Background: an optimization exercise with open tools, aiming at small area, a short achievable clock period and few clock cycles per item. Do not read the settings as production practice.
The RTL was checked by simulation tests, not by an equivalence proof against the original design.

## pm32
module pm32 (
    input wire          clk,
    input wire          rst,
    input wire          start,
    input wire  [31:0]  mc,
    input wire  [31:0]  mp,
    output reg  [63:0]  p,
    output reg          done,
    input wire          op  
);
    reg  [33:0]     ss, cs;
    reg             ci;
    reg  [3:0]      lo_r;
    reg  [3:0]      cnt;      
    reg             busy;     
    reg             sh;       
    reg             fin;      
    reg  [1:0]      ng_r, one_r, two_r;    
    reg  [4:0]     wn;        
    always @* begin
        case (cnt)
            4'd0: wn = {mc[7], mc[6], mc[5], mc[4], mc[3]};
            4'd1: wn = {mc[11], mc[10], mc[9], mc[8], mc[7]};
            4'd2: wn = {mc[15], mc[14], mc[13], mc[12], mc[11]};
            4'd3: wn = {mc[19], mc[18], mc[17], mc[16], mc[15]};
            4'd4: wn = {mc[23], mc[22], mc[21], mc[20], mc[19]};
            4'd5: wn = {mc[27], mc[26], mc[25], mc[24], mc[23]};
            4'd6: wn = {mc[31], mc[30], mc[29], mc[28], mc[27]};
            default: wn = {5{1'b0}};
        endcase
    end
    wire [4:0] w0 = {mc[3:0], 1'b0};
    wire [1:0] ng0, one0, two0, ngn, onen, twon;
  ...
==> flow/config.mk <==
export PLATFORM = sky130hd
export DESIGN_NAME = pm32
export DESIGN_NICKNAME = pm32
export VERILOG_FILES = /design/flow/design.v
export SDC_FILE = /design/flow/constraint.sdc
export NUM_CORES = 4
export LEC_CHECK = 0
export CAP_MARGIN = 20
export CORE_MARGIN = 2
export CORE_UTILIZATION = 40
export PLACE_DENSITY = 0.6
export SLEW_MARGIN = 20
==> flow/constraint.sdc <==
create_clock -name core_clock -period 3.0 [get_ports {clk}]
set_input_delay 0.6000 -clock core_clock [delete_from_list [all_inputs] [get_ports {clk}]]
set_output_delay 0.6000 -clock core_clock [all_outputs]
set_load 0.01 [all_outputs]
standard.sh (not shown) runs the stock make flow with config.mk's settings and CLKGATE_MAP_FILE= SYNTH_SCRIPT=/design/flow/synth_recipe.tcl, a recipe that flattens the netlist after the stock synthesis.
==> flow/flow/run.sh <==
#!/bin/bash
# Layout: the standard flow (standard synthesis unchanged), except that
#  - the port buffers that global placement inserts are sky130_fd_sc_hd__buf_1 cells,
#  - timing repair aims for 0.3 ns of setup slack,
#  - the core is 60% utilised with placement density 0.75,
#  - timing repair may resize a cell to any footprint.
# The output of each step is kept in its own log file in this folder.
set -euo pipefail
cd "$(dirname "$0")/.."
bash standard.sh synth > flow_synth.log 2>&1
bash standard.sh "BUFFER_PORTS_ARGS=-buffer_cell sky130_fd_sc_hd__buf_1" SETUP_SLACK_MARGIN=0.3 \
  CORE_UTILIZATION=60 PLACE_DENSITY=0.75 MATCH_CELL_FOOTPRINT=0 finish > flow_layout.log 2>&1
Testbench counts at the start, summed over its fixed seeds: cycles 21,608, items 2,400.
Then changed:
--- a/flow/flow/run.sh
+++ b/flow/flow/run.sh
@@ -3,3 +3,3 @@
 #  - the port buffers that global placement inserts are sky130_fd_sc_hd__buf_1 cells,
-#  - timing repair aims for 0.3 ns of setup slack,
+#  - timing repair aims for 0.4 ns of setup slack,
 #  - the core is 60% utilised with placement density 0.75,
@@ -10,3 +10,3 @@
 bash standard.sh synth > flow_synth.log 2>&1
-bash standard.sh "BUFFER_PORTS_ARGS=-buffer_cell sky130_fd_sc_hd__buf_1" SETUP_SLACK_MARGIN=0.3 \
+bash standard.sh "BUFFER_PORTS_ARGS=-buffer_cell sky130_fd_sc_hd__buf_1" SETUP_SLACK_MARGIN=0.4 \
   CORE_UTILIZATION=60 PLACE_DENSITY=0.75 MATCH_CELL_FOOTPRINT=0 finish > flow_layout.log 2>&1
The changed run passed the timing, design-rule and antenna checks.
Setup slack loses 0.055 ns.
Synthesized area stays the same.
Critical path depth climbs by 1.
Worst hold slack loses 0.010 ns.
Clock-buffer cell count is unchanged.
Maximum frequency drops by 2.0%.
Register-to-register slack loses 0.05 ns.
Routed wire length climbs by 3.8%.
Core utilization climbs by 2.2 points.
Then changed:
==> flow/flow/run.sh (replaced) <==
#!/bin/bash
# Layout: the standard flow (standard synthesis unchanged), except that
#  - the port buffers that global placement inserts are sky130_fd_sc_hd__buf_1 cells,
#  - timing repair aims for 0.5 ns of setup slack and may resize a cell to any
#    footprint (MATCH_CELL_FOOTPRINT=0).
# The output of each step is kept in its own log file in this folder.
set -euo pipefail
cd "$(dirname "$0")/.."
bash standard.sh synth > flow_synth.log 2>&1
bash standard.sh "BUFFER_PORTS_ARGS=-buffer_cell sky130_fd_sc_hd__buf_1" SETUP_SLACK_MARGIN=0.5 \
  MATCH_CELL_FOOTPRINT=0 finish > flow_layout.log 2>&1
What happened: Synthesized cell count stays the same; worst setup slack gets better by 0.032 ns; wire length goes up by 8.2%; global-route usage goes down by 8.1 points.

## v44
Starting RTL as in the previous note.
Settings: LEC_CHECK=0, CAP_MARGIN=20, CORE_MARGIN=2, CORE_UTILIZATION=40, PLACE_DENSITY=0.6, SLEW_MARGIN=20; clock period 3.0 ns.
==> flow/flow/run.sh <==
#!/bin/bash
# Layout: the standard flow (standard synthesis unchanged), except that the
# port buffers that global placement inserts are sky130_fd_sc_hd__buf_1 cells
# and timing repair aims for 0.2 ns of setup slack.
# The output of each step is kept in its own log file in this folder.
set -euo pipefail
cd "$(dirname "$0")/.."
bash standard.sh synth > flow_synth.log 2>&1
bash standard.sh "BUFFER_PORTS_ARGS=-buffer_cell sky130_fd_sc_hd__buf_1" SETUP_SLACK_MARGIN=0.2 finish > flow_layout.log 2>&1
Testbench counts of v44, summed over its fixed seeds: cycles 21,608, items 2,400.
Input-level comparison between v49 and v44:
==> flow/flow/run.sh <==
#!/bin/bash
# Layout: the standard flow (standard synthesis unchanged), except that the
# port buffers that global placement inserts are sky130_fd_sc_hd__buf_1 cells
# and timing repair aims for 0.3 ns of setup slack.
# The output of each step is kept in its own log file in this folder.
set -euo pipefail
cd "$(dirname "$0")/.."
bash standard.sh synth > flow_synth.log 2>&1
bash standard.sh "BUFFER_PORTS_ARGS=-buffer_cell sky130_fd_sc_hd__buf_1" SETUP_SLACK_MARGIN=0.3 finish > flow_layout.log 2>&1
## What came out
Looking at minimum period implied by the final worst setup slack, v49 sits 0.064 ns lower than v44 does. NOTE count of fill cells added during filler insertion v44->v49 increased slightly. Summary of the comparison: setup slack is higher in v49, relative to v44.
Edits applied to the flow inputs when going from v49 to v12:
==> flow/flow/run.sh <==
#!/bin/bash
# Layout: the standard flow (standard synthesis unchanged), except that
#  - the port buffers that global placement inserts are sky130_fd_sc_hd__buf_1 cells,
#  - timing repair aims for 0.3 ns of setup slack,
#  - the core is 60% utilised with placement density 0.75.
# The output of each step is kept in its own log file in this folder.
set -euo pipefail
cd "$(dirname "$0")/.."
bash standard.sh synth > flow_synth.log 2>&1
bash standard.sh "BUFFER_PORTS_ARGS=-buffer_cell sky130_fd_sc_hd__buf_1" SETUP_SLACK_MARGIN=0.3 \
  CORE_UTILIZATION=60 PLACE_DENSITY=0.75 finish > flow_layout.log 2>&1
Notes after the runs:
v12 vs v49, post-place instance area went down by 180 sq um. Compared v12 vs v49, and worst setup slack after layout is down in v12. In the tables for v12 and v49, worst slack after detailed placement reads lower with v49. v12: last weighted congestion value of the routability-driven placer 12% above v49. v12 -> v49: detailed-route via count flat. Pin count of the biggest net entering global routing shrinks by a few percent when moving from v49 to v12.
### v12 -> v24
diff --git a/flow/flow/run.sh b/flow/flow/run.sh
--- a/flow/flow/run.sh
+++ b/flow/flow/run.sh
@@ -4,3 +4,4 @@
 #  - timing repair aims for 0.3 ns of setup slack,
-#  - the core is 60% utilised with placement density 0.75.
+#  - the core is 70% utilised with placement density 0.85,
+#  - timing repair may resize a cell to any footprint.
 # The output of each step is kept in its own log file in this folder.
@@ -10,2 +11,2 @@
 bash standard.sh "BUFFER_PORTS_ARGS=-buffer_cell sky130_fd_sc_hd__buf_1" SETUP_SLACK_MARGIN=0.3 \
-  CORE_UTILIZATION=60 PLACE_DENSITY=0.75 finish > flow_layout.log 2>&1
+  CORE_UTILIZATION=70 PLACE_DENSITY=0.85 MATCH_CELL_FOOTPRINT=0 finish > flow_layout.log 2>&1
## What came out
- v12 → v24: iteration count of the initial detailed-routing pass saw a decrease; part of the cycle the worst path needs higher.
- Highest net fanout along the worst path in v24 is 24 higher than in v12
- v24 vs. v12: maximum clock skew at final layout shows an increase of 0.0054 ns, global-route wire length before repair shows an increase of 6.2%, fraction of standard cell area that is sequential shows a reduction of 0.64 points.
- Sort v24 and v12 by routed wire length desc -> top: v24
- The run showing the smaller count of cells resized by post-cts repair is v12.

[separate check: timing with driven ports]
The results above use ideal ports. As a check the final layouts listed here were re-extracted and re-timed, cells and wires unchanged.
Step 1 (the two cells are an assumption about what drives the block):
set clk [get_ports {clk}]
set_driving_cell -lib_cell sky130_fd_sc_hd__clkbuf_16 $clk
set_driving_cell -lib_cell sky130_fd_sc_hd__buf_2 [delete_from_list [all_inputs] $clk]
Step 2, shift: input delay + t, output delay - t, t = (earliest + latest rising clock arrival at the registers) / 2. This alone moves slack from input paths to output paths.
Slacks: no drivers / after step 1 / after step 2; pairs: no drivers / after step 1.
run	shift t [ns]	setup WS [ns]	hold slack, ns	latest minus earliest clock arrival (ns)	slew at the worst register clock pin (ns)
the first run of note 1	0.472	0.342 / 0.342 / -0.032	0.074 / 0.050 / 0.404	0.009 / 0.009	0.07 / 0.07
the second run of note 1	0.472	0.287 / 0.287 / -0.023	0.064 / 0.041 / 0.404	0.015 / 0.015	0.07 / 0.07
the third run of note 1	0.475	0.319 / 0.319 / -0.001	0.064 / 0.040 / 0.403	0.010 / 0.010	0.07 / 0.07
v44	0.470	0.276 / 0.276 / -0.022	0.076 / 0.052 / 0.406	0.012 / 0.012	0.07 / 0.07
v49	0.478	0.340 / 0.340 / 0.025	0.073 / 0.050 / 0.405	0.009 / 0.010	0.08 / 0.08
v12	0.471	0.325 / 0.325 / -0.058	0.075 / 0.052 / 0.406	0.007 / 0.008	0.06 / 0.06
v24	0.469	0.238 / 0.238 / -0.039	0.072 / 0.049 / 0.408	0.012 / 0.013	0.07 / 0.07
With both steps, setup timing fails in 6 of these runs, where it was met with ideal ports. The setup slack of v12, which loses most, moves by 0.000 ns with the drivers and by -0.383 ns with both steps.
